This is an optimization exercise on Yosys and OpenROAD, whose aim is small area and a short achievable clock period, not a production implementation.
The RTL was checked by simulation tests, not by an equivalence proof against the original design.
Power figures rest on the tool's default switching activity, not on a simulated workload.

## trial 26
==> flow/design.v (excerpt) <==
module full_mult
(
    input  [3:0] we,
    input  src_clk, rst,
    input  signed [7:0] data_m1_real, data_m1_imag, data_m2_real, data_m2_imag,
    input  [6:0] Dir_M1, Dir_M2,
    output signed [7:0] coefficient
);
==> flow/config.mk <==
export PLATFORM = sky130hd
export DESIGN_NAME = full_mult
export DESIGN_NICKNAME = full_mult
export VERILOG_FILES = /design/flow/design.v
export SDC_FILE = /design/flow/constraint.sdc
export NUM_CORES = 4
export LEC_CHECK = 0
export CAP_MARGIN = 20
export CORE_MARGIN = 2
export CORE_UTILIZATION = 60
export CTS_BUF_LIST = sky130_fd_sc_hd__clkbuf_16
export CTS_CLUSTER_DIAMETER = 60
export CTS_CLUSTER_SIZE = 30
export PLACE_DENSITY = 0.75
export SLEW_MARGIN = 20
==> flow/constraint.sdc <==
create_clock -name core_clock -period 9.0 [get_ports {src_clk}]
set_input_delay 1.8000 -clock core_clock [delete_from_list [all_inputs] [get_ports {src_clk}]]
set_output_delay 1.8000 -clock core_clock [all_outputs]
set_load 0.01 [all_outputs]
standard.sh (not shown) runs the stock make flow with config.mk's settings and CLKGATE_MAP_FILE= SYNTH_SCRIPT=/design/flow/synth_recipe.tcl, a recipe that flattens the netlist after the stock synthesis.
==> flow/flow/run.sh <==
#!/bin/bash
set -euo pipefail
export SETUP_SLACK_MARGIN=6
export BUFFER_PORTS_ARGS="-buffer_cell sky130_fd_sc_hd__buf_4"
bash standard.sh > standard.log 2>&1
Setup changes, trial 26 to build 40
-- flow/design.v --
<<< trial 26, line 1
module mulcs8 (input [7:0] a, input [7:0] b, output [7:0] h0, output [7:0] h1, output c);
    wire t1 = (a[0] & b[6]) ^ (a[1] & b[5]);
    wire t2 = (a[0] & b[6]) & (a[1] & b[5]);
>>> build 40, line 1
module mulcs8 (input [7:0] a, input [7:0] b, output [7:0] h0, output [7:0] h1,
               output [1:0] l0, output [1:0] l1, output c6);
    wire t1 = (a[0] & b[6]) ^ (a[1] & b[5]);
    wire t2 = (a[0] & b[6]) & (a[1] & b[5]);
<<< trial 26, line 86
    wire [15:0] r0 = {1'b0, (a[7] & b[7]), t83, t81, t79, t77, t75, t73, t71, t69, t67, t65, t63, t61, (a[0] & b[1]), (a[0] & b[0])};
    wire [15:0] r1 = {1'b0, t84, t82, t80, t78, t76, t74, t72, t70, t68, t66, t64, t62, (a[2] & b[0]), (a[1] & b[0]), 1'b0};
    wire [7:0] gl = r0[7:0] & r1[7:0];
    wire [7:0] pl = r0[7:0] | r1[7:0];
    wire [1:0] g2 = {gl[7] | (pl[7] & gl[6]), gl[5] | (pl[5] & gl[4])};
    wire [1:0] p2 = {pl[7] & pl[6], pl[5] & pl[4]};
    wire [1:0] g2l = {gl[3] | (pl[3] & gl[2]), gl[1] | (pl[1] & gl[0])};
    wire [1:0] p2l = {pl[3] & pl[2], pl[1] & pl[0]};
    wire g4h = g2[1] | (p2[1] & g2[0]), p4h = p2[1] & p2[0];
    wire g4l = g2l[1] | (p2l[1] & g2l[0]);
    assign h0 = r0[15:8];
    assign h1 = r1[15:8];
    assign c = g4h | (p4h & g4l);
endmodule
module full_mult
>>> build 40, line 87
    wire [15:0] r0 = {1'b0, (a[7] & b[7]), t83, t81, t79, t77, t75, t73, t71, t69, t67, t65, t63, t61, (a[0] & b[1]), (a[0] & b[0])};
    wire [15:0] r1 = {1'b0, t84, t82, t80, t78, t76, t74, t72, t70, t68, t66, t64, t62, (a[2] & b[0]), (a[1] & b[0]), 1'b0};
    wire [5:0] gl = r0[5:0] & r1[5:0];
    wire [5:0] pl = r0[5:0] | r1[5:0];
    wire g10 = gl[1] | (pl[1] & gl[0]);
    wire g32 = gl[3] | (pl[3] & gl[2]), p32 = pl[3] & pl[2];
    wire g54 = gl[5] | (pl[5] & gl[4]), p54 = pl[5] & pl[4];
    wire g30 = g32 | (p32 & g10);
    assign h0 = r0[15:8];
    assign h1 = r1[15:8];
    assign l0 = r0[7:6];
    assign l1 = r1[7:6];
    assign c6 = g54 | (p54 & g30);
endmodule
module full_mult
<<< trial 26, line 176
end
reg [63:0] s2_hx0, s2_hx1, s2_hy0, s2_hy1;
reg [7:0]  s2_cx, s2_cy;
reg s2_im;
wire [63:0] hx0, hx1, hy0, hy1;
wire [7:0]  cx, cy;
genvar g;
generate
    for (g = 0; g < 8; g = g + 1) begin : lane
        mulcs8 mx (.a(s1_ar[8*g +: 8]), .b(s1_bx[8*g +: 8]),
                   .h0(hx0[8*g +: 8]), .h1(hx1[8*g +: 8]), .c(cx[g]));
        mulcs8 my (.a(s1_ai[8*g +: 8]), .b(s1_by[8*g +: 8]),
                   .h0(hy0[8*g +: 8]), .h1(hy1[8*g +: 8]), .c(cy[g]));
    end
endgenerate
always @(posedge src_clk) begin
    s2_hx0 <= hx0; s2_hx1 <= hx1; s2_cx <= cx;
    s2_hy0 <= hy0; s2_hy1 <= hy1; s2_cy <= cy;
    s2_im  <= s1_im;
end
wire [31:0] l1x, l1y;
>>> build 40, line 177
end
reg [63:0] s2_hx0, s2_hx1, s2_hy0, s2_hy1;
reg [15:0] s2_lx0, s2_lx1, s2_ly0, s2_ly1;
reg [7:0]  s2_cx6, s2_cy6;
reg s2_im;
wire [63:0] hx0, hx1, hy0, hy1;
wire [15:0] lx0, lx1, ly0, ly1;
wire [7:0]  cx6, cy6;
genvar g;
generate
    for (g = 0; g < 8; g = g + 1) begin : lane
        mulcs8 mx (.a(s1_ar[8*g +: 8]), .b(s1_bx[8*g +: 8]),
                   .h0(hx0[8*g +: 8]), .h1(hx1[8*g +: 8]),
                   .l0(lx0[2*g +: 2]), .l1(lx1[2*g +: 2]), .c6(cx6[g]));
        mulcs8 my (.a(s1_ai[8*g +: 8]), .b(s1_by[8*g +: 8]),
                   .h0(hy0[8*g +: 8]), .h1(hy1[8*g +: 8]),
                   .l0(ly0[2*g +: 2]), .l1(ly1[2*g +: 2]), .c6(cy6[g]));
    end
endgenerate
always @(posedge src_clk) begin
    s2_hx0 <= hx0; s2_hx1 <= hx1; s2_lx0 <= lx0; s2_lx1 <= lx1; s2_cx6 <= cx6;
    s2_hy0 <= hy0; s2_hy1 <= hy1; s2_ly0 <= ly0; s2_ly1 <= ly1; s2_cy6 <= cy6;
    s2_im  <= s1_im;
end
reg [7:0] s2_cx, s2_cy;
integer k;
always @(*) begin
    for (k = 0; k < 8; k = k + 1) begin
        s2_cx[k] = (s2_lx0[2*k+1] & s2_lx1[2*k+1])
                 | ((s2_lx0[2*k+1] | s2_lx1[2*k+1])
                    & ((s2_lx0[2*k] & s2_lx1[2*k]) | ((s2_lx0[2*k] | s2_lx1[2*k]) & s2_cx6[k])));
        s2_cy[k] = (s2_ly0[2*k+1] & s2_ly1[2*k+1])
                 | ((s2_ly0[2*k+1] | s2_ly1[2*k+1])
                    & ((s2_ly0[2*k] & s2_ly1[2*k]) | ((s2_ly0[2*k] | s2_ly1[2*k]) & s2_cy6[k])));
    end
end
wire [31:0] l1x, l1y;
### Flow results
Cmp build 40 and trial 26 / non-clock buffer count / lower: build 40
Tap cell instance count is higher on build 40
Build 40 and trial 26 ended up with nearly the same insertion delay to the later sink of the worst-skew pair.
Between build 40 and trial 26, it is build 40 whose total number of cells along the worst setup path is lower, by 10.
Of the two candidates, trial 26 has the better post-layout total power and build 40 the worse one.
Leakage component of the power on build 40 is behind trial 26.
The die of build 40 is larger than the one used in trial 26.
Taking trial 26 as the reference point, the sequential share of layout area of build 40 rises by 0.23 points.
For the part of the Yosys area used for sequential elements, build 40 came in 0.31 points higher than trial 26 did.
Against trial 26, total non-filler cell area in the finished layout in build 40 came out worse.

## separate check: timing with driven ports
The results above use ideal ports. As a check the final layouts listed here were re-extracted and re-timed, cells and wires unchanged.
Step 1 sets driving cells, clkbuf_16 on the clock port and buf_2 on the other inputs (assumed; they add their load-dependent delay and slew).
Step 2 also shifts input and output timing later by t, the mid clock arrival at the registers, as if the neighbouring blocks saw the same clock.
Three values: ideal ports, drivers, drivers and shift; two values: the first two.
run | t, ns | setup slack, ns | clock arrival spread, ns | slew at the worst register clock pin (ns)
trial 26 | 0.922 | 5.773 / 5.773 / 5.182 | 0.067 / 0.067 | 0.11 / 0.11
build 40 | 0.932 | 5.929 / 5.844 / 5.174 | 0.077 / 0.077 | 0.11 / 0.11
After both steps setup and hold are still met in every run listed. The setup slack of build 40, which loses most, moves by -0.085 ns with the drivers and by -0.755 ns with both steps.
